This is an optimization exercise on Yosys and OpenROAD, whose aim is small area and a short achievable clock period, not a production implementation. Where RTL was checked, it was by simulation tests only, not by an equivalence proof against the original. Function not checked in run 2: the RTL went through the layout flow alone. Power figures rest on the tool's default switching activity, not on a simulated workload.

--- design.v ---
module mul16(a, b, x, y);
input [15:0] a, b;
output [31:0] x, y;
wire pp0_0 = a[0] & b[0];
wire pp0_1 = a[0] & b[1];
wire pp0_2 = a[0] & b[2];
wire pp0_3 = a[0] & b[3];
wire pp0_4 = a[0] & b[4];
wire pp0_5 = a[0] & b[5];
wire pp0_6 = a[0] & b[6];
wire pp0_7 = a[0] & b[7];
wire pp0_8 = a[0] & b[8];
wire pp0_9 = a[0] & b[9];
wire pp0_10 = a[0] & b[10];
wire pp0_11 = a[0] & b[11];
wire pp0_12 = a[0] & b[12];
wire pp0_13 = a[0] & b[13];
wire pp0_14 = a[0] & b[14];
wire pp0_15 = a[0] & b[15];
wire pp1_0 = a[1] & b[0];
wire pp1_1 = a[1] & b[1];
wire pp1_2 = a[1] & b[2];
wire pp1_3 = a[1] & b[3];
wire pp1_4 = a[1] & b[4];
wire pp1_5 = a[1] & b[5];
wire pp1_6 = a[1] & b[6];
wire pp1_7 = a[1] & b[7];
wire pp1_8 = a[1] & b[8];
wire pp1_9 = a[1] & b[9];
wire pp1_10 = a[1] & b[10];
wire pp1_11 = a[1] & b[11];
wire pp1_12 = a[1] & b[12];
wire pp1_13 = a[1] & b[13];
wire pp1_14 = a[1] & b[14];
wire pp1_15 = a[1] & b[15];
wire pp2_0 = a[2] & b[0];
wire pp2_1 = a[2] & b[1];
wire pp2_2 = a[2] & b[2];
wire pp2_3 = a[2] & b[3];
wire pp2_4 = a[2] & b[4];
wire pp2_5 = a[2] & b[5];
wire pp2_6 = a[2] & b[6];
wire pp2_7 = a[2] & b[7];
wire pp2_8 = a[2] & b[8];
wire pp2_9 = a[2] & b[9];
wire pp2_10 = a[2] & b[10];
wire pp2_11 = a[2] & b[11];
wire pp2_12 = a[2] & b[12];
wire pp2_13 = a[2] & b[13];
wire pp2_14 = a[2] & b[14];
wire pp2_15 = a[2] & b[15];
wire pp3_0 = a[3] & b[0];
wire pp3_1 = a[3] & b[1];
wire pp3_2 = a[3] & b[2];
wire pp3_3 = a[3] & b[3];
wire pp3_4 = a[3] & b[4];
wire pp3_5 = a[3] & b[5];
wire pp3_6 = a[3] & b[6];
wire pp3_7 = a[3] & b[7];
wire pp3_8 = a[3] & b[8];
wire pp3_9 = a[3] & b[9];
wire pp3_10 = a[3] & b[10];
wire pp3_11 = a[3] & b[11];
wire pp3_12 = a[3] & b[12];
wire pp3_13 = a[3] & b[13];
wire pp3_14 = a[3] & b[14];
wire pp3_15 = a[3] & b[15];
wire pp4_0 = a[4] & b[0];
wire pp4_1 = a[4] & b[1];
wire pp4_2 = a[4] & b[2];
wire pp4_3 = a[4] & b[3];
wire pp4_4 = a[4] & b[4];
wire pp4_5 = a[4] & b[5];
wire pp4_6 = a[4] & b[6];
wire pp4_7 = a[4] & b[7];
wire pp4_8 = a[4] & b[8];
wire pp4_9 = a[4] & b[9];
wire pp4_10 = a[4] & b[10];
wire pp4_11 = a[4] & b[11];
wire pp4_12 = a[4] & b[12];
wire pp4_13 = a[4] & b[13];
wire pp4_14 = a[4] & b[14];
wire pp4_15 = a[4] & b[15];
wire pp5_0 = a[5] & b[0];
wire pp5_1 = a[5] & b[1];
wire pp5_2 = a[5] & b[2];
wire pp5_3 = a[5] & b[3];
wire pp5_4 = a[5] & b[4];
wire pp5_5 = a[5] & b[5];
wire pp5_6 = a[5] & b[6];
wire pp5_7 = a[5] & b[7];
wire pp5_8 = a[5] & b[8];
wire pp5_9 = a[5] & b[9];
wire pp5_10 = a[5] & b[10];
wire pp5_11 = a[5] & b[11];
wire pp5_12 = a[5] & b[12];
wire pp5_13 = a[5] & b[13];
wire pp5_14 = a[5] & b[14];
wire pp5_15 = a[5] & b[15];
wire pp6_0 = a[6] & b[0];
wire pp6_1 = a[6] & b[1];
wire pp6_2 = a[6] & b[2];
wire pp6_3 = a[6] & b[3];
wire pp6_4 = a[6] & b[4];
wire pp6_5 = a[6] & b[5];
wire pp6_6 = a[6] & b[6];
wire pp6_7 = a[6] & b[7];
wire pp6_8 = a[6] & b[8];
wire pp6_9 = a[6] & b[9];
wire pp6_10 = a[6] & b[10];
wire pp6_11 = a[6] & b[11];
wire pp6_12 = a[6] & b[12];
wire pp6_13 = a[6] & b[13];
wire pp6_14 = a[6] & b[14];
wire pp6_15 = a[6] & b[15];
wire pp7_0 = a[7] & b[0];
wire pp7_1 = a[7] & b[1];
wire pp7_2 = a[7] & b[2];
wire pp7_3 = a[7] & b[3];
wire pp7_4 = a[7] & b[4];
wire pp7_5 = a[7] & b[5];
wire pp7_6 = a[7] & b[6];
wire pp7_7 = a[7] & b[7];
wire pp7_8 = a[7] & b[8];
wire pp7_9 = a[7] & b[9];
wire pp7_10 = a[7] & b[10];
wire pp7_11 = a[7] & b[11];
wire pp7_12 = a[7] & b[12];
wire pp7_13 = a[7] & b[13];
wire pp7_14 = a[7] & b[14];
wire pp7_15 = a[7] & b[15];
wire pp8_0 = a[8] & b[0];
wire pp8_1 = a[8] & b[1];
wire pp8_2 = a[8] & b[2];
wire pp8_3 = a[8] & b[3];
wire pp8_4 = a[8] & b[4];
wire pp8_5 = a[8] & b[5];
wire pp8_6 = a[8] & b[6];
wire pp8_7 = a[8] & b[7];
wire pp8_8 = a[8] & b[8];
wire pp8_9 = a[8] & b[9];
wire pp8_10 = a[8] & b[10];
wire pp8_11 = a[8] & b[11];
wire pp8_12 = a[8] & b[12];
wire pp8_13 = a[8] & b[13];
wire pp8_14 = a[8] & b[14];
wire pp8_15 = a[8] & b[15];
wire pp9_0 = a[9] & b[0];
wire pp9_1 = a[9] & b[1];
wire pp9_2 = a[9] & b[2];
wire pp9_3 = a[9] & b[3];
wire pp9_4 = a[9] & b[4];
wire pp9_5 = a[9] & b[5];
wire pp9_6 = a[9] & b[6];
wire pp9_7 = a[9] & b[7];
wire pp9_8 = a[9] & b[8];
wire pp9_9 = a[9] & b[9];
wire pp9_10 = a[9] & b[10];
wire pp9_11 = a[9] & b[11];
wire pp9_12 = a[9] & b[12];
wire pp9_13 = a[9] & b[13];
wire pp9_14 = a[9] & b[14];
wire pp9_15 = a[9] & b[15];
wire pp10_0 = a[10] & b[0];
wire pp10_1 = a[10] & b[1];
wire pp10_2 = a[10] & b[2];
wire pp10_3 = a[10] & b[3];
wire pp10_4 = a[10] & b[4];
wire pp10_5 = a[10] & b[5];
wire pp10_6 = a[10] & b[6];
wire pp10_7 = a[10] & b[7];
wire pp10_8 = a[10] & b[8];
wire pp10_9 = a[10] & b[9];
wire pp10_10 = a[10] & b[10];
wire pp10_11 = a[10] & b[11];
wire pp10_12 = a[10] & b[12];
wire pp10_13 = a[10] & b[13];
wire pp10_14 = a[10] & b[14];
wire pp10_15 = a[10] & b[15];
wire pp11_0 = a[11] & b[0];
wire pp11_1 = a[11] & b[1];
wire pp11_2 = a[11] & b[2];
wire pp11_3 = a[11] & b[3];
wire pp11_4 = a[11] & b[4];
wire pp11_5 = a[11] & b[5];
wire pp11_6 = a[11] & b[6];
wire pp11_7 = a[11] & b[7];
wire pp11_8 = a[11] & b[8];
wire pp11_9 = a[11] & b[9];
wire pp11_10 = a[11] & b[10];
wire pp11_11 = a[11] & b[11];
wire pp11_12 = a[11] & b[12];
wire pp11_13 = a[11] & b[13];
wire pp11_14 = a[11] & b[14];
wire pp11_15 = a[11] & b[15];
wire pp12_0 = a[12] & b[0];
wire pp12_1 = a[12] & b[1];
wire pp12_2 = a[12] & b[2];
wire pp12_3 = a[12] & b[3];
wire pp12_4 = a[12] & b[4];
wire pp12_5 = a[12] & b[5];
wire pp12_6 = a[12] & b[6];
wire pp12_7 = a[12] & b[7];
wire pp12_8 = a[12] & b[8];
wire pp12_9 = a[12] & b[9];
wire pp12_10 = a[12] & b[10];
wire pp12_11 = a[12] & b[11];
wire pp12_12 = a[12] & b[12];
wire pp12_13 = a[12] & b[13];
wire pp12_14 = a[12] & b[14];
wire pp12_15 = a[12] & b[15];
wire pp13_0 = a[13] & b[0];
wire pp13_1 = a[13] & b[1];
wire pp13_2 = a[13] & b[2];
wire pp13_3 = a[13] & b[3];
wire pp13_4 = a[13] & b[4];
wire pp13_5 = a[13] & b[5];
wire pp13_6 = a[13] & b[6];
wire pp13_7 = a[13] & b[7];
wire pp13_8 = a[13] & b[8];
wire pp13_9 = a[13] & b[9];
wire pp13_10 = a[13] & b[10];
wire pp13_11 = a[13] & b[11];
wire pp13_12 = a[13] & b[12];
wire pp13_13 = a[13] & b[13];
wire pp13_14 = a[13] & b[14];
wire pp13_15 = a[13] & b[15];
wire pp14_0 = a[14] & b[0];
wire pp14_1 = a[14] & b[1];
wire pp14_2 = a[14] & b[2];
wire pp14_3 = a[14] & b[3];
wire pp14_4 = a[14] & b[4];
wire pp14_5 = a[14] & b[5];
wire pp14_6 = a[14] & b[6];
wire pp14_7 = a[14] & b[7];
wire pp14_8 = a[14] & b[8];
wire pp14_9 = a[14] & b[9];
wire pp14_10 = a[14] & b[10];
wire pp14_11 = a[14] & b[11];
wire pp14_12 = a[14] & b[12];
wire pp14_13 = a[14] & b[13];
wire pp14_14 = a[14] & b[14];
wire pp14_15 = a[14] & b[15];
wire pp15_0 = a[15] & b[0];
wire pp15_1 = a[15] & b[1];
wire pp15_2 = a[15] & b[2];
wire pp15_3 = a[15] & b[3];
wire pp15_4 = a[15] & b[4];
wire pp15_5 = a[15] & b[5];
wire pp15_6 = a[15] & b[6];
wire pp15_7 = a[15] & b[7];
wire pp15_8 = a[15] & b[8];
wire pp15_9 = a[15] & b[9];
wire pp15_10 = a[15] & b[10];
wire pp15_11 = a[15] & b[11];
wire pp15_12 = a[15] & b[12];
wire pp15_13 = a[15] & b[13];
wire pp15_14 = a[15] & b[14];
wire pp15_15 = a[15] & b[15];
wire s0 = pp0_13 ^ pp1_12;
wire c0 = pp0_13 & pp1_12;
wire s1 = pp0_14 ^ pp1_13 ^ pp2_12;
wire c1 = (pp0_14 & pp1_13) | (pp0_14 & pp2_12) | (pp1_13 & pp2_12);
wire s2 = pp3_11 ^ pp4_10;
wire c2 = pp3_11 & pp4_10;
wire s3 = pp0_15 ^ pp1_14 ^ pp2_13;
wire c3 = (pp0_15 & pp1_14) | (pp0_15 & pp2_13) | (pp1_14 & pp2_13);
wire s4 = pp3_12 ^ pp4_11 ^ pp5_10;
wire c4 = (pp3_12 & pp4_11) | (pp3_12 & pp5_10) | (pp4_11 & pp5_10);
wire s5 = pp6_9 ^ pp7_8;
wire c5 = pp6_9 & pp7_8;
wire s6 = pp1_15 ^ pp2_14 ^ pp3_13;
wire c6 = (pp1_15 & pp2_14) | (pp1_15 & pp3_13) | (pp2_14 & pp3_13);
wire s7 = pp4_12 ^ pp5_11 ^ pp6_10;
wire c7 = (pp4_12 & pp5_11) | (pp4_12 & pp6_10) | (pp5_11 & pp6_10);
wire s8 = pp7_9 ^ pp8_8;
wire c8 = pp7_9 & pp8_8;
wire s9 = pp2_15 ^ pp3_14 ^ pp4_13;
wire c9 = (pp2_15 & pp3_14) | (pp2_15 & pp4_13) | (pp3_14 & pp4_13);
wire s10 = pp5_12 ^ pp6_11 ^ pp7_10;
wire c10 = (pp5_12 & pp6_11) | (pp5_12 & pp7_10) | (pp6_11 & pp7_10);
wire s11 = pp3_15 ^ pp4_14 ^ pp5_13;
wire c11 = (pp3_15 & pp4_14) | (pp3_15 & pp5_13) | (pp4_14 & pp5_13);
wire s12 = pp0_9 ^ pp1_8;
wire c12 = pp0_9 & pp1_8;
wire s13 = pp0_10 ^ pp1_9 ^ pp2_8;
wire c13 = (pp0_10 & pp1_9) | (pp0_10 & pp2_8) | (pp1_9 & pp2_8);
wire s14 = pp3_7 ^ pp4_6;
wire c14 = pp3_7 & pp4_6;
wire s15 = pp0_11 ^ pp1_10 ^ pp2_9;
wire c15 = (pp0_11 & pp1_10) | (pp0_11 & pp2_9) | (pp1_10 & pp2_9);
wire s16 = pp3_8 ^ pp4_7 ^ pp5_6;
wire c16 = (pp3_8 & pp4_7) | (pp3_8 & pp5_6) | (pp4_7 & pp5_6);
wire s17 = pp6_5 ^ pp7_4;
wire c17 = pp6_5 & pp7_4;
wire s18 = pp0_12 ^ pp1_11 ^ pp2_10;
wire c18 = (pp0_12 & pp1_11) | (pp0_12 & pp2_10) | (pp1_11 & pp2_10);
wire s19 = pp3_9 ^ pp4_8 ^ pp5_7;
wire c19 = (pp3_9 & pp4_8) | (pp3_9 & pp5_7) | (pp4_8 & pp5_7);
wire s20 = pp6_6 ^ pp7_5 ^ pp8_4;
wire c20 = (pp6_6 & pp7_5) | (pp6_6 & pp8_4) | (pp7_5 & pp8_4);
wire s21 = pp9_3 ^ pp10_2;
wire c21 = pp9_3 & pp10_2;
wire s22 = pp2_11 ^ pp3_10 ^ pp4_9;
wire c22 = (pp2_11 & pp3_10) | (pp2_11 & pp4_9) | (pp3_10 & pp4_9);
wire s23 = pp5_8 ^ pp6_7 ^ pp7_6;
wire c23 = (pp5_8 & pp6_7) | (pp5_8 & pp7_6) | (pp6_7 & pp7_6);
wire s24 = pp8_5 ^ pp9_4 ^ pp10_3;
wire c24 = (pp8_5 & pp9_4) | (pp8_5 & pp10_3) | (pp9_4 & pp10_3);
wire s25 = pp11_2 ^ pp12_1 ^ pp13_0;
wire c25 = (pp11_2 & pp12_1) | (pp11_2 & pp13_0) | (pp12_1 & pp13_0);
wire s26 = pp5_9 ^ pp6_8 ^ pp7_7;
wire c26 = (pp5_9 & pp6_8) | (pp5_9 & pp7_7) | (pp6_8 & pp7_7);
wire s27 = pp8_6 ^ pp9_5 ^ pp10_4;
wire c27 = (pp8_6 & pp9_5) | (pp8_6 & pp10_4) | (pp9_5 & pp10_4);
wire s28 = pp11_3 ^ pp12_2 ^ pp13_1;
wire c28 = (pp11_3 & pp12_2) | (pp11_3 & pp13_1) | (pp12_2 & pp13_1);
wire s29 = pp14_0 ^ s1 ^ s2;
wire c29 = (pp14_0 & s1) | (pp14_0 & s2) | (s1 & s2);
wire s30 = pp8_7 ^ pp9_6 ^ pp10_5;
wire c30 = (pp8_7 & pp9_6) | (pp8_7 & pp10_5) | (pp9_6 & pp10_5);
wire s31 = pp11_4 ^ pp12_3 ^ pp13_2;
wire c31 = (pp11_4 & pp12_3) | (pp11_4 & pp13_2) | (pp12_3 & pp13_2);
wire s32 = pp14_1 ^ pp15_0 ^ s3;
wire c32 = (pp14_1 & pp15_0) | (pp14_1 & s3) | (pp15_0 & s3);
wire s33 = s4 ^ s5 ^ c1;
wire c33 = (s4 & s5) | (s4 & c1) | (s5 & c1);
wire s34 = pp9_7 ^ pp10_6 ^ pp11_5;
wire c34 = (pp9_7 & pp10_6) | (pp9_7 & pp11_5) | (pp10_6 & pp11_5);
wire s35 = pp12_4 ^ pp13_3 ^ pp14_2;
wire c35 = (pp12_4 & pp13_3) | (pp12_4 & pp14_2) | (pp13_3 & pp14_2);
wire s36 = pp15_1 ^ s6 ^ s7;
wire c36 = (pp15_1 & s6) | (pp15_1 & s7) | (s6 & s7);
wire s37 = s8 ^ c3 ^ c4;
wire c37 = (s8 & c3) | (s8 & c4) | (c3 & c4);
wire s38 = pp8_9 ^ pp9_8 ^ pp10_7;
wire c38 = (pp8_9 & pp9_8) | (pp8_9 & pp10_7) | (pp9_8 & pp10_7);
wire s39 = pp11_6 ^ pp12_5 ^ pp13_4;
wire c39 = (pp11_6 & pp12_5) | (pp11_6 & pp13_4) | (pp12_5 & pp13_4);
wire s40 = pp14_3 ^ pp15_2 ^ s9;
wire c40 = (pp14_3 & pp15_2) | (pp14_3 & s9) | (pp15_2 & s9);
wire s41 = s10 ^ c6 ^ c7;
wire c41 = (s10 & c6) | (s10 & c7) | (c6 & c7);
wire s42 = pp6_12 ^ pp7_11 ^ pp8_10;
wire c42 = (pp6_12 & pp7_11) | (pp6_12 & pp8_10) | (pp7_11 & pp8_10);
wire s43 = pp9_9 ^ pp10_8 ^ pp11_7;
wire c43 = (pp9_9 & pp10_8) | (pp9_9 & pp11_7) | (pp10_8 & pp11_7);
wire s44 = pp12_6 ^ pp13_5 ^ pp14_4;
wire c44 = (pp12_6 & pp13_5) | (pp12_6 & pp14_4) | (pp13_5 & pp14_4);
wire s45 = pp15_3 ^ s11 ^ c9;
wire c45 = (pp15_3 & s11) | (pp15_3 & c9) | (s11 & c9);
wire s46 = pp4_15 ^ pp5_14 ^ pp6_13;
wire c46 = (pp4_15 & pp5_14) | (pp4_15 & pp6_13) | (pp5_14 & pp6_13);
wire s47 = pp7_12 ^ pp8_11 ^ pp9_10;
wire c47 = (pp7_12 & pp8_11) | (pp7_12 & pp9_10) | (pp8_11 & pp9_10);
wire s48 = pp10_9 ^ pp11_8 ^ pp12_7;
wire c48 = (pp10_9 & pp11_8) | (pp10_9 & pp12_7) | (pp11_8 & pp12_7);
wire s49 = pp13_6 ^ pp14_5 ^ pp15_4;
wire c49 = (pp13_6 & pp14_5) | (pp13_6 & pp15_4) | (pp14_5 & pp15_4);
wire s50 = pp5_15 ^ pp6_14 ^ pp7_13;
wire c50 = (pp5_15 & pp6_14) | (pp5_15 & pp7_13) | (pp6_14 & pp7_13);
wire s51 = pp8_12 ^ pp9_11 ^ pp10_10;
wire c51 = (pp8_12 & pp9_11) | (pp8_12 & pp10_10) | (pp9_11 & pp10_10);
wire s52 = pp11_9 ^ pp12_8 ^ pp13_7;
wire c52 = (pp11_9 & pp12_8) | (pp11_9 & pp13_7) | (pp12_8 & pp13_7);
wire s53 = pp6_15 ^ pp7_14 ^ pp8_13;
wire c53 = (pp6_15 & pp7_14) | (pp6_15 & pp8_13) | (pp7_14 & pp8_13);
wire s54 = pp9_12 ^ pp10_11 ^ pp11_10;
wire c54 = (pp9_12 & pp10_11) | (pp9_12 & pp11_10) | (pp10_11 & pp11_10);
wire s55 = pp7_15 ^ pp8_14 ^ pp9_13;
wire c55 = (pp7_15 & pp8_14) | (pp7_15 & pp9_13) | (pp8_14 & pp9_13);
wire s56 = pp0_6 ^ pp1_5;
wire c56 = pp0_6 & pp1_5;
wire s57 = pp0_7 ^ pp1_6 ^ pp2_5;
wire c57 = (pp0_7 & pp1_6) | (pp0_7 & pp2_5) | (pp1_6 & pp2_5);
wire s58 = pp3_4 ^ pp4_3;
wire c58 = pp3_4 & pp4_3;
wire s59 = pp0_8 ^ pp1_7 ^ pp2_6;
wire c59 = (pp0_8 & pp1_7) | (pp0_8 & pp2_6) | (pp1_7 & pp2_6);
wire s60 = pp3_5 ^ pp4_4 ^ pp5_3;
wire c60 = (pp3_5 & pp4_4) | (pp3_5 & pp5_3) | (pp4_4 & pp5_3);
wire s61 = pp6_2 ^ pp7_1;
wire c61 = pp6_2 & pp7_1;
wire s62 = pp2_7 ^ pp3_6 ^ pp4_5;
wire c62 = (pp2_7 & pp3_6) | (pp2_7 & pp4_5) | (pp3_6 & pp4_5);
wire s63 = pp5_4 ^ pp6_3 ^ pp7_2;
wire c63 = (pp5_4 & pp6_3) | (pp5_4 & pp7_2) | (pp6_3 & pp7_2);
wire s64 = pp8_1 ^ pp9_0 ^ s12;
wire c64 = (pp8_1 & pp9_0) | (pp8_1 & s12) | (pp9_0 & s12);
wire s65 = pp5_5 ^ pp6_4 ^ pp7_3;
wire c65 = (pp5_5 & pp6_4) | (pp5_5 & pp7_3) | (pp6_4 & pp7_3);
wire s66 = pp8_2 ^ pp9_1 ^ pp10_0;
wire c66 = (pp8_2 & pp9_1) | (pp8_2 & pp10_0) | (pp9_1 & pp10_0);
wire s67 = s13 ^ s14 ^ c12;
wire c67 = (s13 & s14) | (s13 & c12) | (s14 & c12);
wire s68 = pp8_3 ^ pp9_2 ^ pp10_1;
wire c68 = (pp8_3 & pp9_2) | (pp8_3 & pp10_1) | (pp9_2 & pp10_1);
wire s69 = pp11_0 ^ s15 ^ s16;
wire c69 = (pp11_0 & s15) | (pp11_0 & s16) | (s15 & s16);
wire s70 = s17 ^ c13 ^ c14;
wire c70 = (s17 & c13) | (s17 & c14) | (c13 & c14);
wire s71 = pp11_1 ^ pp12_0 ^ s18;
wire c71 = (pp11_1 & pp12_0) | (pp11_1 & s18) | (pp12_0 & s18);
wire s72 = s19 ^ s20 ^ s21;
wire c72 = (s19 & s20) | (s19 & s21) | (s20 & s21);
wire s73 = c15 ^ c16 ^ c17;
wire c73 = (c15 & c16) | (c15 & c17) | (c16 & c17);
wire s74 = s0 ^ s22 ^ s23;
wire c74 = (s0 & s22) | (s0 & s23) | (s22 & s23);
wire s75 = s24 ^ s25 ^ c18;
wire c75 = (s24 & s25) | (s24 & c18) | (s25 & c18);
wire s76 = c19 ^ c20 ^ c21;
wire c76 = (c19 & c20) | (c19 & c21) | (c20 & c21);
wire s77 = c0 ^ s26 ^ s27;
wire c77 = (c0 & s26) | (c0 & s27) | (s26 & s27);
wire s78 = s28 ^ s29 ^ c22;
wire c78 = (s28 & s29) | (s28 & c22) | (s29 & c22);
wire s79 = c23 ^ c24 ^ c25;
wire c79 = (c23 & c24) | (c23 & c25) | (c24 & c25);
wire s80 = c2 ^ s30 ^ s31;
wire c80 = (c2 & s30) | (c2 & s31) | (s30 & s31);
wire s81 = s32 ^ s33 ^ c26;
wire c81 = (s32 & s33) | (s32 & c26) | (s33 & c26);
wire s82 = c27 ^ c28 ^ c29;
wire c82 = (c27 & c28) | (c27 & c29) | (c28 & c29);
wire s83 = c5 ^ s34 ^ s35;
wire c83 = (c5 & s34) | (c5 & s35) | (s34 & s35);
wire s84 = s36 ^ s37 ^ c30;
wire c84 = (s36 & s37) | (s36 & c30) | (s37 & c30);
wire s85 = c31 ^ c32 ^ c33;
wire c85 = (c31 & c32) | (c31 & c33) | (c32 & c33);
wire s86 = c8 ^ s38 ^ s39;
wire c86 = (c8 & s38) | (c8 & s39) | (s38 & s39);
wire s87 = s40 ^ s41 ^ c34;
wire c87 = (s40 & s41) | (s40 & c34) | (s41 & c34);
wire s88 = c35 ^ c36 ^ c37;
wire c88 = (c35 & c36) | (c35 & c37) | (c36 & c37);
wire s89 = c10 ^ s42 ^ s43;
wire c89 = (c10 & s42) | (c10 & s43) | (s42 & s43);
wire s90 = s44 ^ s45 ^ c38;
wire c90 = (s44 & s45) | (s44 & c38) | (s45 & c38);
wire s91 = c39 ^ c40 ^ c41;
wire c91 = (c39 & c40) | (c39 & c41) | (c40 & c41);
wire s92 = c11 ^ s46 ^ s47;
wire c92 = (c11 & s46) | (c11 & s47) | (s46 & s47);
wire s93 = s48 ^ s49 ^ c42;
wire c93 = (s48 & s49) | (s48 & c42) | (s49 & c42);
wire s94 = c43 ^ c44 ^ c45;
wire c94 = (c43 & c44) | (c43 & c45) | (c44 & c45);
wire s95 = pp14_6 ^ pp15_5 ^ s50;
wire c95 = (pp14_6 & pp15_5) | (pp14_6 & s50) | (pp15_5 & s50);
wire s96 = s51 ^ s52 ^ c46;
wire c96 = (s51 & s52) | (s51 & c46) | (s52 & c46);
wire s97 = c47 ^ c48 ^ c49;
wire c97 = (c47 & c48) | (c47 & c49) | (c48 & c49);
wire s98 = pp12_9 ^ pp13_8 ^ pp14_7;
wire c98 = (pp12_9 & pp13_8) | (pp12_9 & pp14_7) | (pp13_8 & pp14_7);
wire s99 = pp15_6 ^ s53 ^ s54;
wire c99 = (pp15_6 & s53) | (pp15_6 & s54) | (s53 & s54);
wire s100 = c50 ^ c51 ^ c52;
wire c100 = (c50 & c51) | (c50 & c52) | (c51 & c52);
wire s101 = pp10_12 ^ pp11_11 ^ pp12_10;
wire c101 = (pp10_12 & pp11_11) | (pp10_12 & pp12_10) | (pp11_11 & pp12_10);
wire s102 = pp13_9 ^ pp14_8 ^ pp15_7;
wire c102 = (pp13_9 & pp14_8) | (pp13_9 & pp15_7) | (pp14_8 & pp15_7);
wire s103 = s55 ^ c53 ^ c54;
wire c103 = (s55 & c53) | (s55 & c54) | (c53 & c54);
wire s104 = pp8_15 ^ pp9_14 ^ pp10_13;
wire c104 = (pp8_15 & pp9_14) | (pp8_15 & pp10_13) | (pp9_14 & pp10_13);
wire s105 = pp11_12 ^ pp12_11 ^ pp13_10;
wire c105 = (pp11_12 & pp12_11) | (pp11_12 & pp13_10) | (pp12_11 & pp13_10);
wire s106 = pp14_9 ^ pp15_8 ^ c55;
wire c106 = (pp14_9 & pp15_8) | (pp14_9 & c55) | (pp15_8 & c55);
wire s107 = pp9_15 ^ pp10_14 ^ pp11_13;
wire c107 = (pp9_15 & pp10_14) | (pp9_15 & pp11_13) | (pp10_14 & pp11_13);
wire s108 = pp12_12 ^ pp13_11 ^ pp14_10;
wire c108 = (pp12_12 & pp13_11) | (pp12_12 & pp14_10) | (pp13_11 & pp14_10);
wire s109 = pp10_15 ^ pp11_14 ^ pp12_13;
wire c109 = (pp10_15 & pp11_14) | (pp10_15 & pp12_13) | (pp11_14 & pp12_13);
wire s110 = pp0_4 ^ pp1_3;
wire c110 = pp0_4 & pp1_3;
wire s111 = pp0_5 ^ pp1_4 ^ pp2_3;
wire c111 = (pp0_5 & pp1_4) | (pp0_5 & pp2_3) | (pp1_4 & pp2_3);
wire s112 = pp3_2 ^ pp4_1;
wire c112 = pp3_2 & pp4_1;
wire s113 = pp2_4 ^ pp3_3 ^ pp4_2;
wire c113 = (pp2_4 & pp3_3) | (pp2_4 & pp4_2) | (pp3_3 & pp4_2);
wire s114 = pp5_1 ^ pp6_0 ^ s56;
wire c114 = (pp5_1 & pp6_0) | (pp5_1 & s56) | (pp6_0 & s56);
wire s115 = pp5_2 ^ pp6_1 ^ pp7_0;
wire c115 = (pp5_2 & pp6_1) | (pp5_2 & pp7_0) | (pp6_1 & pp7_0);
wire s116 = s57 ^ s58 ^ c56;
wire c116 = (s57 & s58) | (s57 & c56) | (s58 & c56);
wire s117 = pp8_0 ^ s59 ^ s60;
wire c117 = (pp8_0 & s59) | (pp8_0 & s60) | (s59 & s60);
wire s118 = s61 ^ c57 ^ c58;
wire c118 = (s61 & c57) | (s61 & c58) | (c57 & c58);
wire s119 = s62 ^ s63 ^ s64;
wire c119 = (s62 & s63) | (s62 & s64) | (s63 & s64);
wire s120 = c59 ^ c60 ^ c61;
wire c120 = (c59 & c60) | (c59 & c61) | (c60 & c61);
wire s121 = s65 ^ s66 ^ s67;
wire c121 = (s65 & s66) | (s65 & s67) | (s66 & s67);
wire s122 = c62 ^ c63 ^ c64;
wire c122 = (c62 & c63) | (c62 & c64) | (c63 & c64);
wire s123 = s68 ^ s69 ^ s70;
wire c123 = (s68 & s69) | (s68 & s70) | (s69 & s70);
wire s124 = c65 ^ c66 ^ c67;
wire c124 = (c65 & c66) | (c65 & c67) | (c66 & c67);
wire s125 = s71 ^ s72 ^ s73;
wire c125 = (s71 & s72) | (s71 & s73) | (s72 & s73);
wire s126 = c68 ^ c69 ^ c70;
wire c126 = (c68 & c69) | (c68 & c70) | (c69 & c70);
wire s127 = s74 ^ s75 ^ s76;
wire c127 = (s74 & s75) | (s74 & s76) | (s75 & s76);
wire s128 = c71 ^ c72 ^ c73;
wire c128 = (c71 & c72) | (c71 & c73) | (c72 & c73);
wire s129 = s77 ^ s78 ^ s79;
wire c129 = (s77 & s78) | (s77 & s79) | (s78 & s79);
wire s130 = c74 ^ c75 ^ c76;
wire c130 = (c74 & c75) | (c74 & c76) | (c75 & c76);
wire s131 = s80 ^ s81 ^ s82;
wire c131 = (s80 & s81) | (s80 & s82) | (s81 & s82);
wire s132 = c77 ^ c78 ^ c79;
wire c132 = (c77 & c78) | (c77 & c79) | (c78 & c79);
wire s133 = s83 ^ s84 ^ s85;
wire c133 = (s83 & s84) | (s83 & s85) | (s84 & s85);
wire s134 = c80 ^ c81 ^ c82;
wire c134 = (c80 & c81) | (c80 & c82) | (c81 & c82);
wire s135 = s86 ^ s87 ^ s88;
wire c135 = (s86 & s87) | (s86 & s88) | (s87 & s88);
wire s136 = c83 ^ c84 ^ c85;
wire c136 = (c83 & c84) | (c83 & c85) | (c84 & c85);
wire s137 = s89 ^ s90 ^ s91;
wire c137 = (s89 & s90) | (s89 & s91) | (s90 & s91);
wire s138 = c86 ^ c87 ^ c88;
wire c138 = (c86 & c87) | (c86 & c88) | (c87 & c88);
wire s139 = s92 ^ s93 ^ s94;
wire c139 = (s92 & s93) | (s92 & s94) | (s93 & s94);
wire s140 = c89 ^ c90 ^ c91;
wire c140 = (c89 & c90) | (c89 & c91) | (c90 & c91);
wire s141 = s95 ^ s96 ^ s97;
wire c141 = (s95 & s96) | (s95 & s97) | (s96 & s97);
wire s142 = c92 ^ c93 ^ c94;
wire c142 = (c92 & c93) | (c92 & c94) | (c93 & c94);
wire s143 = s98 ^ s99 ^ s100;
wire c143 = (s98 & s99) | (s98 & s100) | (s99 & s100);
wire s144 = c95 ^ c96 ^ c97;
wire c144 = (c95 & c96) | (c95 & c97) | (c96 & c97);
wire s145 = s101 ^ s102 ^ s103;
wire c145 = (s101 & s102) | (s101 & s103) | (s102 & s103);
wire s146 = c98 ^ c99 ^ c100;
wire c146 = (c98 & c99) | (c98 & c100) | (c99 & c100);
wire s147 = s104 ^ s105 ^ s106;
wire c147 = (s104 & s105) | (s104 & s106) | (s105 & s106);
wire s148 = c101 ^ c102 ^ c103;
wire c148 = (c101 & c102) | (c101 & c103) | (c102 & c103);
wire s149 = pp15_9 ^ s107 ^ s108;
wire c149 = (pp15_9 & s107) | (pp15_9 & s108) | (s107 & s108);
wire s150 = c104 ^ c105 ^ c106;
wire c150 = (c104 & c105) | (c104 & c106) | (c105 & c106);
wire s151 = pp13_12 ^ pp14_11 ^ pp15_10;
wire c151 = (pp13_12 & pp14_11) | (pp13_12 & pp15_10) | (pp14_11 & pp15_10);
wire s152 = s109 ^ c107 ^ c108;
wire c152 = (s109 & c107) | (s109 & c108) | (c107 & c108);
wire s153 = pp11_15 ^ pp12_14 ^ pp13_13;
wire c153 = (pp11_15 & pp12_14) | (pp11_15 & pp13_13) | (pp12_14 & pp13_13);
wire s154 = pp14_12 ^ pp15_11 ^ c109;
wire c154 = (pp14_12 & pp15_11) | (pp14_12 & c109) | (pp15_11 & c109);
wire s155 = pp12_15 ^ pp13_14 ^ pp14_13;
wire c155 = (pp12_15 & pp13_14) | (pp12_15 & pp14_13) | (pp13_14 & pp14_13);
wire s156 = pp0_3 ^ pp1_2;
wire c156 = pp0_3 & pp1_2;
wire s157 = pp2_2 ^ pp3_1 ^ pp4_0;
wire c157 = (pp2_2 & pp3_1) | (pp2_2 & pp4_0) | (pp3_1 & pp4_0);
wire s158 = pp5_0 ^ s111 ^ s112;
wire c158 = (pp5_0 & s111) | (pp5_0 & s112) | (s111 & s112);
wire s159 = s113 ^ s114 ^ c111;
wire c159 = (s113 & s114) | (s113 & c111) | (s114 & c111);
wire s160 = s115 ^ s116 ^ c113;
wire c160 = (s115 & s116) | (s115 & c113) | (s116 & c113);
wire s161 = s117 ^ s118 ^ c115;
wire c161 = (s117 & s118) | (s117 & c115) | (s118 & c115);
wire s162 = s119 ^ s120 ^ c117;
wire c162 = (s119 & s120) | (s119 & c117) | (s120 & c117);
wire s163 = s121 ^ s122 ^ c119;
wire c163 = (s121 & s122) | (s121 & c119) | (s122 & c119);
wire s164 = s123 ^ s124 ^ c121;
wire c164 = (s123 & s124) | (s123 & c121) | (s124 & c121);
wire s165 = s125 ^ s126 ^ c123;
wire c165 = (s125 & s126) | (s125 & c123) | (s126 & c123);
wire s166 = s127 ^ s128 ^ c125;
wire c166 = (s127 & s128) | (s127 & c125) | (s128 & c125);
wire s167 = s129 ^ s130 ^ c127;
wire c167 = (s129 & s130) | (s129 & c127) | (s130 & c127);
wire s168 = s131 ^ s132 ^ c129;
wire c168 = (s131 & s132) | (s131 & c129) | (s132 & c129);
wire s169 = s133 ^ s134 ^ c131;
wire c169 = (s133 & s134) | (s133 & c131) | (s134 & c131);
wire s170 = s135 ^ s136 ^ c133;
wire c170 = (s135 & s136) | (s135 & c133) | (s136 & c133);
wire s171 = s137 ^ s138 ^ c135;
wire c171 = (s137 & s138) | (s137 & c135) | (s138 & c135);
wire s172 = s139 ^ s140 ^ c137;
wire c172 = (s139 & s140) | (s139 & c137) | (s140 & c137);
wire s173 = s141 ^ s142 ^ c139;
wire c173 = (s141 & s142) | (s141 & c139) | (s142 & c139);
wire s174 = s143 ^ s144 ^ c141;
wire c174 = (s143 & s144) | (s143 & c141) | (s144 & c141);
wire s175 = s145 ^ s146 ^ c143;
wire c175 = (s145 & s146) | (s145 & c143) | (s146 & c143);
wire s176 = s147 ^ s148 ^ c145;
wire c176 = (s147 & s148) | (s147 & c145) | (s148 & c145);
wire s177 = s149 ^ s150 ^ c147;
wire c177 = (s149 & s150) | (s149 & c147) | (s150 & c147);
wire s178 = s151 ^ s152 ^ c149;
wire c178 = (s151 & s152) | (s151 & c149) | (s152 & c149);
wire s179 = s153 ^ s154 ^ c151;
wire c179 = (s153 & s154) | (s153 & c151) | (s154 & c151);
wire s180 = pp15_12 ^ s155 ^ c153;
wire c180 = (pp15_12 & s155) | (pp15_12 & c153) | (s155 & c153);
wire s181 = pp13_15 ^ pp14_14 ^ pp15_13;
wire c181 = (pp13_15 & pp14_14) | (pp13_15 & pp15_13) | (pp14_14 & pp15_13);
wire s182 = pp0_2 ^ pp1_1;
wire c182 = pp0_2 & pp1_1;
wire s183 = pp2_1 ^ pp3_0 ^ s156;
wire c183 = (pp2_1 & pp3_0) | (pp2_1 & s156) | (pp3_0 & s156);
wire s184 = s110 ^ s157 ^ c156;
wire c184 = (s110 & s157) | (s110 & c156) | (s157 & c156);
wire s185 = c110 ^ s158 ^ c157;
wire c185 = (c110 & s158) | (c110 & c157) | (s158 & c157);
wire s186 = c112 ^ s159 ^ c158;
wire c186 = (c112 & s159) | (c112 & c158) | (s159 & c158);
wire s187 = c114 ^ s160 ^ c159;
wire c187 = (c114 & s160) | (c114 & c159) | (s160 & c159);
wire s188 = c116 ^ s161 ^ c160;
wire c188 = (c116 & s161) | (c116 & c160) | (s161 & c160);
wire s189 = c118 ^ s162 ^ c161;
wire c189 = (c118 & s162) | (c118 & c161) | (s162 & c161);
wire s190 = c120 ^ s163 ^ c162;
wire c190 = (c120 & s163) | (c120 & c162) | (s163 & c162);
wire s191 = c122 ^ s164 ^ c163;
wire c191 = (c122 & s164) | (c122 & c163) | (s164 & c163);
wire s192 = c124 ^ s165 ^ c164;
wire c192 = (c124 & s165) | (c124 & c164) | (s165 & c164);
wire s193 = c126 ^ s166 ^ c165;
wire c193 = (c126 & s166) | (c126 & c165) | (s166 & c165);
wire s194 = c128 ^ s167 ^ c166;
wire c194 = (c128 & s167) | (c128 & c166) | (s167 & c166);
wire s195 = c130 ^ s168 ^ c167;
wire c195 = (c130 & s168) | (c130 & c167) | (s168 & c167);
wire s196 = c132 ^ s169 ^ c168;
wire c196 = (c132 & s169) | (c132 & c168) | (s169 & c168);
wire s197 = c134 ^ s170 ^ c169;
wire c197 = (c134 & s170) | (c134 & c169) | (s170 & c169);
wire s198 = c136 ^ s171 ^ c170;
wire c198 = (c136 & s171) | (c136 & c170) | (s171 & c170);
wire s199 = c138 ^ s172 ^ c171;
wire c199 = (c138 & s172) | (c138 & c171) | (s172 & c171);
wire s200 = c140 ^ s173 ^ c172;
wire c200 = (c140 & s173) | (c140 & c172) | (s173 & c172);
wire s201 = c142 ^ s174 ^ c173;
wire c201 = (c142 & s174) | (c142 & c173) | (s174 & c173);
wire s202 = c144 ^ s175 ^ c174;
wire c202 = (c144 & s175) | (c144 & c174) | (s175 & c174);
wire s203 = c146 ^ s176 ^ c175;
wire c203 = (c146 & s176) | (c146 & c175) | (s176 & c175);
wire s204 = c148 ^ s177 ^ c176;
wire c204 = (c148 & s177) | (c148 & c176) | (s177 & c176);
wire s205 = c150 ^ s178 ^ c177;
wire c205 = (c150 & s178) | (c150 & c177) | (s178 & c177);
wire s206 = c152 ^ s179 ^ c178;
wire c206 = (c152 & s179) | (c152 & c178) | (s179 & c178);
wire s207 = c154 ^ s180 ^ c179;
wire c207 = (c154 & s180) | (c154 & c179) | (s180 & c179);
wire s208 = c155 ^ s181 ^ c180;
wire c208 = (c155 & s181) | (c155 & c180) | (s181 & c180);
wire s209 = pp14_15 ^ pp15_14 ^ c181;
wire c209 = (pp14_15 & pp15_14) | (pp14_15 & c181) | (pp15_14 & c181);
assign x = {1'b0, pp15_15, s209, s208, s207, s206, s205, s204, s203, s202, s201, s200, s199, s198, s197, s196, s195, s194, s193, s192, s191, s190, s189, s188, s187, s186, s185, s184, s183, pp2_0, pp0_1, pp0_0};
assign y = {1'b0, c209, c208, c207, c206, c205, c204, c203, c202, c201, c200, c199, c198, c197, c196, c195, c194, c193, c192, c191, c190, c189, c188, c187, c186, c185, c184, c183, c182, s182, pp1_0, 1'b0};
endmodule
module processor(clock,reset,imem_addr,imem_data,wb_en,wb_addr,wb_data,flags);
input clock,reset;
output [7:0] imem_addr;
input [15:0] imem_data;
output wb_en;
output [2:0] wb_addr;
output [15:0] wb_data;
output [3:0] flags;
reg [7:0] pc;
reg [15:0] ir;
reg [3:0] fl;             
reg [15:0] rf [0:7];
reg [7:0] rv;
reg [15:0] dm [0:9];
reg [9:0] dv;
reg [14:0] hx, hy;       
reg hc;
reg [3:0] alo;            
reg ac4;                  
reg [15:0] lo;
reg hlv;
integer j;
reg [15:0] opa, opb;      
reg s_sum, s_shl, s_shr, s_or, s_and, s_mem, s_lo, s_hi;
wire [3:0] op = ir[3:0];
wire [2:0] rd = ir[6:4];
wire [2:0] f  = ir[15:13];
wire [5:0] c6 = ir[15:10];
wire [15:0] sx = {1'b0, {9{c6[5]}}, c6};
reg nm;                   
wire mulN;
wire fZ = fl[3], fN = nm ? mulN : fl[2], fC = fl[1], fV = fl[0];
wire [15:0] A = opa;
wire [15:0] B = opb;
wire [16:0] sum = {1'b0, A} + {1'b0, B};
wire [16:0] shl = {1'b0, A} << f;
reg [15:0] shr;
integer bi;
always @* for (bi = 0; bi < 16; bi = bi + 1) shr[bi] = shl[15 - bi];
wire addok = (op == 4'd0) & ((f == 3'd0) | ((f == 3'd1) & fN) | ((f == 3'd2) & fZ));
wire [16:0] res = ({17{s_sum}} & sum) | ({17{s_shl}} & shl) | ({17{s_shr}} & {1'b0, shr}) |
                  ({17{s_or}} & {1'b0, A | B}) | ({17{s_and}} & {1'b0, A & B});
wire ahi_p = (A[15:5] == 11'h7ff) | (A[15:5] == 11'h000);
wire ahi_n = A[15] & (A[14:6] == 9'h000);
wire a5ok = (A[5] ^ c6[5]) == (A[4] | c6[4]);
wire ahi0 = (c6[5] ? ahi_n : ahi_p) & a5ok & ~(A[4] ^ c6[4] ^ ac4);
wire [9:0] hit = {10{ahi0}} & (10'd1 << alo);
wire [9:0] msel = 10'd1 << alo;
reg [15:0] mword;
always @* begin
  mword = 16'd0;
  for (j = 0; j < 10; j = j + 1)
    mword = mword | ({16{msel[j] & dv[j]}} & dm[j]) | ({16{msel[j] & ~dv[j]}} & (16'h4000 | j));
end
wire [15:0] mdata = ahi0 ? mword : 16'd0;
wire [31:0] mx, my;
mul16 u_mul(.a(A), .b(B), .x(mx), .y(my));
wire [16:0] P = {1'b0, mx[15:0]} + {1'b0, my[15:0]};    
wire [16:0] hsum2 = {1'b0, hx, hc} + {1'b0, hy, hc};
wire mpz_d = &((mx[31:17] ^ my[31:17]) ~^ (mx[30:16] | my[30:16])) & ~(P[16] ^ mx[16] ^ my[16]);
reg mpz;
assign mulN = mpz & lo[15];
wire [15:0] wd = res[15:0] | ({16{s_mem}} & mdata) | ({16{s_lo & hlv}} & lo) |
                 ({16{s_hi & hlv}} & {1'b0, hsum2[16:2]});
wire we = addok | (op == 4'd1) | (op == 4'd2) | (op == 4'd3) | (op == 4'd4) |
          (op == 4'd5) | (op == 4'd6) | (op == 4'd7) | (op == 4'd11) | (op == 4'd12);
wire setfl = addok | (op == 4'd1) | (op == 4'd2) | (op == 4'd3) | (op == 4'd4) | (op == 4'd5);
wire st = (op == 4'd8);
wire mul = (op == 4'd10);
always @(posedge clock) begin
  if (we) rf[rd] <= wd;
  for (j = 0; j < 10; j = j + 1)
    if (st & hit[j]) dm[j] <= B;
  if (mul) begin
    hx <= mx[30:16];
    hy <= my[30:16];
    hc <= P[16];
    mpz <= mpz_d;
    lo <= P[15:0];
  end
end
always @(posedge clock, posedge reset) begin
  if (reset) begin
    rv <= 8'd0;
    dv <= 10'd0;
    hlv <= 1'b0;
  end else begin
    if (we) rv[rd] <= 1'b1;
    for (j = 0; j < 10; j = j + 1)
      if (st & hit[j]) dv[j] <= 1'b1;
    if (mul) hlv <= 1'b1;
  end
end
always @(posedge clock, posedge reset) begin
  if (reset) begin
    fl <= 4'd0;
    nm <= 1'b0;
  end else if (setfl) begin
    fl <= {res == 17'd0, res[16:15] == 2'b01, (op == 4'd0) & res[16], res[16]};
    nm <= 1'b0;
  end else if (mul) begin
    fl <= {(A == 16'd0) | (B == 16'd0), 3'b000};
    nm <= 1'b1;
  end
end
wire [3:0] nop = imem_data[3:0];
wire [2:0] nrs = imem_data[9:7];
wire [2:0] nrt = (nop == 4'd8) ? imem_data[6:4] : imem_data[12:10];
wire [5:0] nc6 = imem_data[15:10];
wire [15:0] nsx = {1'b0, {9{nc6[5]}}, nc6};
wire nimm = (nop == 4'd5) | (nop == 4'd6);
wire nli = (nop == 4'd6);
wire [7:0] sela = {8{~nli}} & rv & (8'd1 << nrs);
wire [7:0] selb = rv & (8'd1 << nrt);
reg [15:0] rA, rB;
always @* begin
  rA = 16'd0;
  rB = 16'd0;
  for (j = 0; j < 8; j = j + 1) begin
    rA = rA | ({16{sela[j]}} & rf[j]);
    rB = rB | ({16{selb[j]}} & rf[j]);
  end
end
wire fwa = we & (rd == nrs) & ~nli;
wire nsr = (nop == 4'd2);
wire [15:0] ra_in = fwa ? wd : rA;
reg [15:0] ra_rev;
always @* for (bi = 0; bi < 16; bi = bi + 1) ra_rev[bi] = ra_in[15 - bi];
wire fwb = we & (rd == nrt);
wire brc = (op == 4'd9) & (((f == 3'd1) & fN) | ((f == 3'd2) & fZ) | ((f == 3'd3) & fV) | ((f == 3'd4) & fC));
wire jmp = (op == 4'd9) & (f == 3'd0);
always @(posedge clock, posedge reset) begin
  if (reset) begin
    pc <= 8'd0;
    ir <= 16'd0;
    s_sum <= 1'b0;            
    s_shl <= 1'b0;
    s_shr <= 1'b0;
    s_or <= 1'b0;
    s_and <= 1'b0;
    s_mem <= 1'b0;
    s_lo <= 1'b0;
    s_hi <= 1'b0;
  end else begin
    ir <= imem_data;
    s_sum <= (nop == 4'd0) | (nop == 4'd5) | (nop == 4'd6);
    s_shl <= (nop == 4'd1);
    s_shr <= (nop == 4'd2);
    s_or <= (nop == 4'd3);
    s_and <= (nop == 4'd4);
    s_mem <= (nop == 4'd7);
    s_lo <= (nop == 4'd11);
    s_hi <= (nop == 4'd12);
    if (jmp) pc <= pc + ir[11:4];
    else if (brc) pc <= ir[11:4];
    else pc <= pc + 8'd1;
  end
end
always @(posedge clock) begin
  opa <= nsr ? ra_rev : ra_in;
  opb <= nimm ? nsx : fwb ? wd : rB;
  {ac4, alo} <= ra_in[3:0] + nsx[3:0];
end
assign imem_addr = pc;
assign wb_en = we;
assign wb_addr = rd;
assign wb_data = wd;
assign flags = {fZ, fN, fC, fV};
endmodule
--- constraint.sdc ---
create_clock -name core_clock -period 11.0 [get_ports {clock}]
set_input_delay 2.2000 -clock core_clock [delete_from_list [all_inputs] [get_ports {clock}]]
set_output_delay 2.2000 -clock core_clock [all_outputs]
set_load 0.01 [all_outputs]
--- flow/run.sh ---
#!/bin/bash
set -e
export SETUP_SLACK_MARGIN=5.5
export BUFFER_PORTS_ARGS="-buffer_cell sky130_fd_sc_hd__buf_4"
bash standard.sh > standard.log 2>&1
--- config.mk ---
export PLATFORM = sky130hd
export DESIGN_NAME = processor
export DESIGN_NICKNAME = processor
export VERILOG_FILES = /design/flow/design.v
export SDC_FILE = /design/flow/constraint.sdc
export NUM_CORES = 4
export LEC_CHECK = 0
export ABC_CLOCK_PERIOD_IN_PS = 5000
export CAP_MARGIN = 20
export CORE_MARGIN = 2
export CORE_UTILIZATION = 35
export CTS_BUF_LIST = sky130_fd_sc_hd__clkbuf_8
export CTS_CLUSTER_DIAMETER = 60
export CTS_CLUSTER_SIZE = 16
export SLEW_MARGIN = 20
--- standard.sh ---
#!/bin/bash
# synth_recipe.tcl (not shown) runs the flow's synth.tcl, then flattens the netlist and writes it again
# the make line also repeats each setting of config.mk as NAME=value (left out here)
make -C /OpenROAD-flow-scripts/flow DESIGN_CONFIG=/design/flow/config.mk WORK_HOME=/design/flow/orfs CLKGATE_MAP_FILE= SYNTH_SCRIPT=/design/flow/synth_recipe.tcl "${@:-finish}"
==> summary.txt, run 1 <==
- Outcome: finished clean
- Slew margin rel.: 25.0%
- Initial antenna violation count: 2
- Fin crit period: 5700 ps
- Worst Min Path Start: dv[4]
- H-tree Lvls: 2
- Startpoint Class: register
- Routed Wire Length: 100000 µm
- Cts hold-fix bufs: 0
- Post-synth net total: 2769
- Cell Pwr Density: 240 nW/µm²
- Most frequent cells in the layout: 336 x edfxtp_1, 262 x inv_1, 237 x nor2_1
- Max-cap viol count: 0
- Grt total ovfl: 0
- EDFF count, synth: 336
- I/O Buffers: 49
- Die Y: 284 µm
- Final Cell Area: 32600 µm²
- Cts bufs inserted: 41
- Maximum clock rate: 175 MHz
- Die area: 80500 µm²
- Hold violation count in the final report: 0
- Sink count of the clock tree: 428
- RSZ-0062 raised after global routing: true
- Worst EP required: 8800 ps
- Post-synth ARST share: 12.9%
- Actual slew at the worst max-slew pin: 1120 ps
- Clock-pin transition on the worst setup and hold timing paths: 100 ps
- Vias in the first global route: 21600
- DR iter-0 viols: 2763
- Synth Flop Type: edfxtp_1
- Design Power: 7830 µW
- CTS tree: built
- CTS max path bufs: 3
- Total global routing track utilization: 24.4%
- Top Ports: 50
- Lkg Pwr: 0.0125 µW
- Final period util: 51.8%
- Critical path type: reg -> out
- Crit path DAT: 3500 ps
- Clk root buf: clkbuf_8
- Worst r2r src: opb[8]
- DIE WIDTH: 284 µm
- Via count: 21500
- P&R area growth vs syn: 19.0%
- Crit Path Max Fanout: 7
- WL/cell: 27.2 µm
- Site Rows: 102
- Worst reg2reg path endpoint: mpz
- Clock skew: 83.7 ps
- Via density: 5.83
- Distinct cells, synth: 86
- Sum Neg Setup Slack: 0 ps
- Commonest non-fill, non-tap cell in the layout: edfxtp_1
- Initial core utilization: 35.3%
- Syn Area/Cell: 11.2 µm²
- Layout cells sized above 1: 22.4%
- First-pass detailed-route iteration total: 8
- Fill count: 7323
- Sequential share of the synthesized area: 44.6%
- First-pass GRT wire length: 146000 µm
- FF+latch count, synth: 428
- Post-Syn Instances: 2445
- Mapped Area: 27400 µm²
- DRC viols: 0
- Worst Hold Depth: 1
- Hold EP: dv[4]
- VDD IR-drop max: 0.000183 V
- Element type at the critical path end: primary output
- Final Max Tran Viols: 0
- Core area: 77500 µm²
- Post-Place Cell Area: 29000 µm²
- Total of warnings raised by yosys: 2
- # nets final: 2945
- GP Congestion: 0.983
- Clk Latency, worst-skew pair: 700 ps
- R2R Setup Slk: 5520 ps
- HPWL Detailed: 66700 µm
- R2R depth: 19
- Largest net degree at the start of global routing: 56
- HP Class: reg -> reg
- Antenna Nets Post-Route: 0
- # setup viols final: 0
cells by family after synthesis:
logic type / Yosys count / share of synthesized area (%)
AO/OA/AOI/OAI: 503 / 13.3
XOR/XNOR: 67 / 2.14
adder cells (fa/ha/maj): 306 / 19.4
buffers and inverters: 427 / 6.05
flip-flops: 428 / 44.6
multiplexers: 57 / 2.73
AND/OR/NAND/NOR: 657 / 11.7
Yosys cell counts (12+ instances only):
master	number	area share [%]
edfxtp_1	336	37
inv_1	284	3.9
nor2_1	247	3.4
fa_1	199	15
nand2_1	142	1.9
ha_1	107	4.9
clkbuf_1	105	1.4
a22oi_1	104	2.9
o21ai_0	86	1.6
dfrtp_1	55	5.0
a221oi_1	50	1.6
a21oi_1	49	0.90
nand4_1	45	1.0
a22o_1	43	1.4
dfxtp_1	37	2.7
xnor2_1	37	1.2
mux2i_1	32	1.2
nor3_1	32	0.58
nand3_1	31	0.57
xor2_1	30	0.96
and3_1	26	0.59
nand2b_1	19	0.43
nor2b_1	19	0.43
o211ai_1	18	0.49
buf_2	17	0.31
a31oi_1	16	0.37
and2_1	15	0.34
a21o_1	13	0.36
mux2_2	13	0.53
or2_2	13	0.30
a211oi_1	12	0.33
how the worst max path moves through the flow:
stage,startpoint,to,slack [ps],depth (start not counted)
finish,opb[8],wb_data[15],5300,9
global route,opa[10],wb_data[15],5260,9
CTS,ir[14],wb_data[15],5450,8
detailed placement,opb[2],wb_data[13],4070,9
global placement,opb[4],wb_data[13],4230,9
floorplan,opa[2],mpz,5670,20
cell type report:
class | count | area (µm²) | area share (%)
Tap cell | 1040 | 1300 | 3.99
Clock inverter | 30 | 258 | 0.791
Antenna cell | 2 | 5.00 | 0.0154
Inverter | 289 | 1210 | 3.73
Clock buffer | 46 | 633 | 1.94
Sequential cell | 428 | 12300 | 37.8
Timing Repair Buffer | 271 | 2390 | 7.33
Multi-Input combinational cell | 1590 | 14500 | 44.4
timing repair:
action                                  CTS  global route
endpoints found under the setup margin   21            18
resized for setup                       253            76
buffers inserted                        125            35
gates cloned                              2             1
pin swaps                                43            38
worst max-delay path: stages, from the launching register on:
cell        delay, ps
dfxtp_4           440
clkinvlp_4        110
buf_4             150
ha_1              380
and3_2            290
and4b_1           250
o211ai_1          310
mux2i_2           470
a211o_2           240
buf_4             140
registers in the layout (all words and copies together) (netlist names), 4 cells and up:
signal  cells
fl          4
pc          8
ir         15
hy         15
opb        16
dm        160
dv         10
hx         15
lo         16
rf        128
alo         4
rv          8
opa        16
per-layer routing:
metal	GRT usage [%]	vias to the layer above	share of wire (%)
li1	-	9108	-
met1	33.3	10900	41
met2	37.8	1270	45
met3	4.85	267	9.7
met4	10.6	0	5.0
met5	0	-	0
power by group:
part           internal [µW]  total [µW]  switching (µW)
logic                   1910        4520            2610
registers               2050        2240             187
clock network            455        1080             620
through the flow:
stage          utilization [%]  setup WS, ps  cells  hold slack [ps]
2_1_floorplan                -          5670   2445              448
3_3_place_gp              37.5          4230   3455              483
3_5_place_dp              37.5          4070   3455              501
5_1_grt                   42.1          5260   3696              542
6_report                  42.1          5300   3696              520
4_1_cts                   41.2          5450   3658              524
==> run 2, diff against run 1 <==
--- a/design.v
+++ b/design.v
@@ -695,8 +695,7 @@
 reg [7:0] rv;
 reg [15:0] dm [0:9];
 reg [9:0] dv;
-reg [14:0] hx, hy;       
-reg hc;
+reg [14:0] hi;
 reg [3:0] alo;            
 reg ac4;                  
 reg [15:0] lo;
@@ -737,13 +736,12 @@
 wire [15:0] mdata = ahi0 ? mword : 16'd0;
 wire [31:0] mx, my;
 mul16 u_mul(.a(A), .b(B), .x(mx), .y(my));
-wire [16:0] P = {1'b0, mx[15:0]} + {1'b0, my[15:0]};    
-wire [16:0] hsum2 = {1'b0, hx, hc} + {1'b0, hy, hc};
-wire mpz_d = &((mx[31:17] ^ my[31:17]) ~^ (mx[30:16] | my[30:16])) & ~(P[16] ^ mx[16] ^ my[16]);
+wire [31:0] P = mx + my;
+wire mpz_d = &((mx[31:17] ^ my[31:17]) ~^ (mx[30:16] | my[30:16])) & ~P[16];
 reg mpz;
 assign mulN = mpz & lo[15];
 wire [15:0] wd = res[15:0] | ({16{s_mem}} & mdata) | ({16{s_lo & hlv}} & lo) |
-                 ({16{s_hi & hlv}} & {1'b0, hsum2[16:2]});
+                 ({16{s_hi & hlv}} & {1'b0, hi});
 wire we = addok | (op == 4'd1) | (op == 4'd2) | (op == 4'd3) | (op == 4'd4) |
           (op == 4'd5) | (op == 4'd6) | (op == 4'd7) | (op == 4'd11) | (op == 4'd12);
 wire setfl = addok | (op == 4'd1) | (op == 4'd2) | (op == 4'd3) | (op == 4'd4) | (op == 4'd5);
@@ -754,9 +752,7 @@
   for (j = 0; j < 10; j = j + 1)
     if (st & hit[j]) dm[j] <= B;
   if (mul) begin
-    hx <= mx[30:16];
-    hy <= my[30:16];
-    hc <= P[16];
+    hi <= P[31:17];
     mpz <= mpz_d;
     lo <= P[15:0];
   end
==> run.sh (new file) <==
#!/bin/bash
# synth_recipe.tcl (not shown) runs the flow's synth.tcl, then flattens the netlist and writes it again
# the make line also repeats each setting of config.mk as NAME=value (left out here)
make -C /OpenROAD-flow-scripts/flow DESIGN_CONFIG=/design/flow/config.mk WORK_HOME=/design/flow/orfs CLKGATE_MAP_FILE= SYNTH_SCRIPT=/design/flow/synth_recipe.tcl finish
--- a/config.mk
+++ b/config.mk
@@ -12,4 +12,5 @@
 export CTS_BUF_LIST = sky130_fd_sc_hd__clkbuf_8
 export CTS_CLUSTER_DIAMETER = 60
 export CTS_CLUSTER_SIZE = 16
+export SETUP_SLACK_MARGIN = 5
 export SLEW_MARGIN = 20
removed: flow/run.sh
removed: standard.sh
==> run 2 against run 1 <==
Effect of this change:
- still clean
- count of clock-buffer cells in the layout is 1 lower
- utilization fell by 1.3 points
- final cell count down 1.1%
- register-to-register slack worse by 460 ps
- critical path type is now reg -> reg
- critical endpoint is now hi[13]
- largest cell class unchanged
- largest power group unchanged
==> summary.txt, run 2 <==
- Largest registers: dm x160, rf x128
- Outcome: finished clean
- Post-synth net total: 2794
- Clock skew: 61.2 ps
- Post-synth top cells: 320 x edfxtp_1, 289 x inv_1, 240 x nor2_1
- Post-synth ARST share: 13.3%
- Synth area leader: edfxtp_1
- DRC viols: 0
- Final Max Tran Viols: 0
- Commonest non-fill, non-tap cell in the layout: edfxtp_1
- Sequential share of the synthesized area: 43.1%
- Number of antenna repair diodes: 0
- Startpoint Class: register
- Fin crit period: 5940 ps
- Int Power: 4470 µW
- Worst EP required: 11370 ps
- Routed Wire Length: 94800 µm
- Max FFs per register: 160
- Hold violation count in the final report: 0
- Critical path type: reg -> reg
- Crit Path Max Fanout: 10
- Grt total ovfl: 0
- Initial core utilization: 35.2%
- HPWL Detailed: 64800 µm
- Post-Syn Instances: 2469
- Share of the synthesized area in the top cell type: 35.3%
- DIE WIDTH: 283 µm
- Die area: 79900 µm²
- Initial antenna violation count: 1
- Syn Area/Cell: 11.0 µm²
- Largest net degree at the start of global routing: 56
- Switching pwr: 3700 µW
- Sequential Power Share: 25.9%
- Top cells by area, synth: edfxtp_1 35%, fa_1 15%, dfrtp_1 5.1%, ha_1 5.0%, inv_1 4.0%
- Mapped Area: 27200 µm²
- Cts bufs inserted: 40
- I/O Buffers: 49
- Site Rows: 102
- WL/cell: 25.9 µm
- # setup viols final: 0
- Final period util: 54.0%
- Vias in the first global route: 21200
- DR iter-0 viols: 2627
- Sink count of the clock tree: 412
- Max-cap viol count: 0
- Maximum clock rate: 168 MHz
- RSZ-0062 raised after global routing: true
- Sequential Area: 11800 µm²
- Actual slew at the worst max-slew pin: 1180 ps
- Core area: 77200 µm²
- R2R Setup Slk: 5060 ps
- Area of the multi-input gates: 14400 µm²
- Via count: 21100
- Total of warnings raised by yosys: 2
- Distinct cells, synth: 91
- Worst reg2reg path endpoint: hi[13]
- EDFF count, synth: 320
- Antenna Nets Post-Route: 0
- R2R depth: 20
- Gate power share: 61.9%
- Top-count cell post-synth: edfxtp_1
- CTS tree: built
- Lkg Pwr: 0.0120 µW
- Cell Pwr Density: 259 nW/µm²
- Synth Flop Type: edfxtp_1
- VDD IR-drop max: 0.000304 V
- Layout cells sized above 1: 18.8%
- Crit path DAT: 6320 ps
- First-pass GRT wire length: 140000 µm
- Fill count: 7286
- Via density: 5.77
- GP Congestion: 0.963
- Most frequent cells in the layout: 320 x edfxtp_1, 267 x inv_1, 228 x nor2_1
- First-pass detailed-route iteration total: 6
- FF+latch count, synth: 412
- Top Ports: 50
- Element type at the critical path end: register
- Top reg by flops: dm
- Clock-pin transition on the worst setup and hold timing paths: 100 ps
- Crit path capture: hi[13]
- Die Y: 283 µm
- Worst setup startpoint: opa[5]
- Worst r2r src: opa[5]
- Sum Neg Setup Slack: 0 ps
- Slew margin rel.: 21.5%
- CTS max path bufs: 3
- Design Power: 8160 µW
- Total global routing track utilization: 23.8%
- Clk Latency, worst-skew pair: 670 ps
- Clock share of power: 12.2%
- # nets final: 2911
- Clk root buf: clkbuf_8
- P&R area growth vs syn: 15.8%
- Cts hold-fix bufs: 0
- HP Class: reg -> reg
- H-tree Lvls: 2
- Switching Fraction: 45.3%
==> run 2: stage by stage <==
stage               hold slack, ps  utilization [%]  area [µm²]  cells  worst slack [ps]
finish                         501             40.8       31500   3657              5060
CTS                            501             40.0       30900   3624              4940
floorplan                      433                -       27200   2469              5000
detailed placement             468             37.2       28700   3457              4030
global route                   517             40.8       31500   3657              4870
global placement               463             37.2       28700   3456              4180
==> run 2: cells by family (layout without fill, tap and decap cells) <==
group                      after synthesis  count (layout)  synth area share, %
and+or+nand+nor                        651             652                 11.5
AOI/OAI and AO/OA                      527             529                 14.1
buffers and inverters                  447             592                 6.67
DFF                                    412             412                 43.1
adders and majority gates              307             307                 19.6
xor gates and xnor gates                64              64                 2.06
muxes                                   61              61                 2.94
==> run 2: worst min path at each step <==
stage,startpoint,endpoint,slack [ps],cells after the start
detailed placement,dv[4],dv[4],470,1
CTS,rv[7],rv[7],500,1
finish,rv[3],rv[3],500,1
global placement,hlv,hlv,460,1
global route,rv[0],rv[0],520,1
floorplan,rv[5],rv[5],430,1
==> run 2: final cells by class <==
cell class	count	area share, %
Multi-Input combinational cell	1613	45.7
Sequential cell	412	37.5
Timing Repair Buffer	222	6.13
Tap cell	1040	4.13
Inverter	297	3.93
Clock buffer	45	1.97
Clock inverter	28	0.636
==> run 2: power by group through the flow <==
stage | Combinational (µW) | Clock [µW] | Sequential, µW
6_report | 5050 | 993 | 2120
5_1_grt | 5530 | 1070 | 2130
4_1_cts | 4750 | 1010 | 2110
3_5_place_dp | 4280 | 0 | 2150
3_3_place_gp | 4260 | 0 | 2150
2_1_floorplan | 3030 | 0 | 2070
==> run 2: critical path, cell delays in order (launching register included) <==
cell,delay [ps]
dfxtp_4,390
buf_4,150
inv_2,210
nor2_2,70
fa_2,390
fa_2,580
inv_1,60
fa_1,590
fa_2,440
fa_1,500
inv_1,60
fa_2,560
ha_4,240
a21o_1,190
a221o_1,300
a21oi_2,180
o22ai_2,100
a211oi_2,280
o41ai_2,120
a21oi_1,160
xnor2_1,80
==> run 2: timing repair <==
action,CTS,global route
cloned,3,0
setup buffers,91,33
setup endpoints to repair,33,29
pin swaps,31,35
resized for setup,186,99
==> run 2: metal layers <==
layer	vias to the layer above	track usage, %	wire length [µm]
met5	-	0	0
met4	0	10.0	4870
met3	290	4.73	8860
met2	1183	37.9	42800
met1	10700	31.6	38300
li1	8988	-	-

-- separate check: timing with driven ports --
No port has a modelled driver above. Below, the same layouts with a new extraction and two added sets of constraints. Step 1 assumes that a clkbuf_16 drives the clock port and a buf_2 every other input. Step 2 times the ports against the registers' clock, not the clock port: input delays grow and output delays shrink by t, the midpoint of the rising clock arrivals with the driver on. a / b / c = no drivers / after step 1 / after step 2; a / b = the first two.
| run | t (ns) | setup WS [ns] | clock arrival spread, ns | slew at the worst register clock pin (ns) | cell pins on the clock port's net |
|---|---|---|---|---|---|
| run 1 | 0.718 | 5.299 / 5.241 / 5.002 | 0.084 / 0.084 | 0.11 / 0.11 | 1 |
| run 2 | 0.703 | 5.057 / 5.031 / 4.547 | 0.061 / 0.061 | 0.10 / 0.10 | 1 |
After both steps setup and hold are still met in every run listed. For run 2, which loses most, drivers alone change the setup slack by -0.026 ns; drivers and shift together by -0.510 ns.
